What follows belongs to an exercise in optimizing a design on an open flow for small area and a short achievable clock period; a production flow would make more cautious choices. At most, simulation tests tie the RTL to the original design; equivalence was not proved.

lane 1:
==> flow/design.v (excerpt) <==
module top (
  input  logic        clk,
  input  logic        rst_n,
  input  logic [15:0] setpoint,
  input  logic [15:0] feedback,
  input  logic [15:0] Kp,
  input  logic [15:0] Ki,
  input  logic [15:0] Kd,
  input  logic [15:0] clk_prescaler,
  output logic [15:0] control_signal
);
clock: 12.5 ns
lec_check: 0
cap_margin: 20
core_margin: 2
core_utilization: 40
cts_buf_list: sky130_fd_sc_hd__clkbuf_4 sky130_fd_sc_hd__clkbuf_8
cts_cluster_size: 40
setup_slack_margin: 5
slew_margin: 20
synth_hierarchical: 1
synth_minimum_keep_size: 0
standard.sh (not shown) runs the stock make flow with config.mk's settings and CLKGATE_MAP_FILE= SYNTH_SCRIPT=/design/flow/synth_recipe.tcl, a recipe that flattens the netlist after the stock synthesis.
==> flow/flow/run.sh <==
#!/bin/bash
# The standard layout, with the port buffers made of plain buf_1 cells
# instead of the delay buffers buffer_ports picks on its own, and a larger
# setup margin for timing repair.
set -euo pipefail
export BUFFER_PORTS_ARGS="-buffer_cell sky130_fd_sc_hd__buf_1"
bash standard.sh SETUP_SLACK_MARGIN=6.5 finish > standard.log 2>&1
### lane 1 -> lane 2
--- a/flow/design.v
+++ b/flow/design.v
@@ -138,20 +138,19 @@
   wire e_p12, e_g12;
   pid_pg u_e_pg12 (.a(setpoint[12]), .b(~feedback[12]), .g(e_g12), .p(e_p12));
   wire e_p13, e_g13;
   pid_pg u_e_pg13 (.a(setpoint[13]), .b(~feedback[13]), .g(e_g13), .p(e_p13));
   wire e_p14, e_g14;
   pid_pg u_e_pg14 (.a(setpoint[14]), .b(~feedback[14]), .g(e_g14), .p(e_p14));
   wire e_p15, e_g15;
   pid_pg u_e_pg15 (.a(setpoint[15]), .b(~feedback[15]), .g(e_g15), .p(e_p15));
-  wire e_g0c = setpoint[0] | ~feedback[0];
   wire [15:0] e_c;
-  pid_carry16 u_e_cy (.g({e_g15, e_g14, e_g13, e_g12, e_g11, e_g10, e_g9, e_g8, e_g7, e_g6, e_g5, e_g4, e_g3, e_g2, e_g1, e_g0c}), .p({e_p15, e_p14, e_p13, e_p12, e_p11, e_p10, e_p9, e_p8, e_p7, e_p6, e_p5, e_p4, e_p3, e_p2, e_p1, e_p0}), .ci(1'b0), .c(e_c));
-  wire [15:0] e = {e_p15, e_p14, e_p13, e_p12, e_p11, e_p10, e_p9, e_p8, e_p7, e_p6, e_p5, e_p4, e_p3, e_p2, e_p1, e_p0} ^ {e_c[15:1], 1'b1};
+  pid_carry16 u_e_cy (.g({e_g15, e_g14, e_g13, e_g12, e_g11, e_g10, e_g9, e_g8, e_g7, e_g6, e_g5, e_g4, e_g3, e_g2, e_g1, e_g0}), .p({e_p15, e_p14, e_p13, e_p12, e_p11, e_p10, e_p9, e_p8, e_p7, e_p6, e_p5, e_p4, e_p3, e_p2, e_p1, e_p0}), .ci(1'b1), .c(e_c));
+  wire [15:0] e = {e_p15, e_p14, e_p13, e_p12, e_p11, e_p10, e_p9, e_p8, e_p7, e_p6, e_p5, e_p4, e_p3, e_p2, e_p1, e_p0} ^ e_c;
   wire ksum_p0, ksum_g0;
   pid_pg u_ksum_pg0 (.a(kpg[0]), .b(kdg[0]), .g(ksum_g0), .p(ksum_p0));
   wire ksum_p1, ksum_g1;
   pid_pg u_ksum_pg1 (.a(kpg[1]), .b(kdg[1]), .g(ksum_g1), .p(ksum_p1));
   wire ksum_p2, ksum_g2;
   pid_pg u_ksum_pg2 (.a(kpg[2]), .b(kdg[2]), .g(ksum_g2), .p(ksum_p2));
   wire ksum_p3, ksum_g3;
   pid_pg u_ksum_pg3 (.a(kpg[3]), .b(kdg[3]), .g(ksum_g3), .p(ksum_p3));
==> comparison <==
- Number of standard cells in the final layout excluding fillers is lower on lane 2
- Compared with lane 1, lane 2 shows setup slack lower by 0.011 ns.
- The more densely filled core belongs to lane 1, not lane 2.
- Fill cell total of the finished layout in lane 2 is 66 above lane 1.
- Comparing worst slew margin relative to its limit for lane 2 and lane 1, the bigger number came from lane 2.
- u_dut.C3[15] as the end point of the critical path was reported by lane 2, and u_dut.C3[12] by lane 1.
- Compared with lane 1, lane 2 shows a higher total inserted antenna cells.
- The number of well-tap cells placed of lane 1 and that of lane 2 are within noise of each other.
- Looking only at final critical-path required period, and setting everything else aside, the lower value of lane 2 and lane 1 goes to lane 1.
The RTL of lane 1 was laid out without a check of its function.

[static timing again, ports no longer ideal]
No port has a modelled driver above. Below, the same layouts with a new extraction and two added sets of constraints. Step 1 (the two cells are an assumption about what drives the block):
set clk [get_ports {clk}]
set_driving_cell -lib_cell sky130_fd_sc_hd__clkbuf_16 $clk
set_driving_cell -lib_cell sky130_fd_sc_hd__buf_2 [delete_from_list [all_inputs] $clk]
Step 2 adds t to the input delays and takes it off the output delays; t is the mean of the earliest and latest rising clock arrival at the registers after step 1. Input paths then give back, and output paths get back, about the clock's delay inside the block. Three values: ideal ports, drivers, drivers and shift; two values: the first two.
run	shift t [ns]	slack for setup (ns)	cell pins on the clock port's net
lane 1	0.500	6.575 / 6.595 / 6.094	1
lane 2	0.493	6.564 / 6.590 / 6.097	1
After both steps every run listed still meets setup and hold. For lane 1, which loses most, drivers alone change the setup slack by +0.020 ns; drivers and shift together by -0.481 ns.
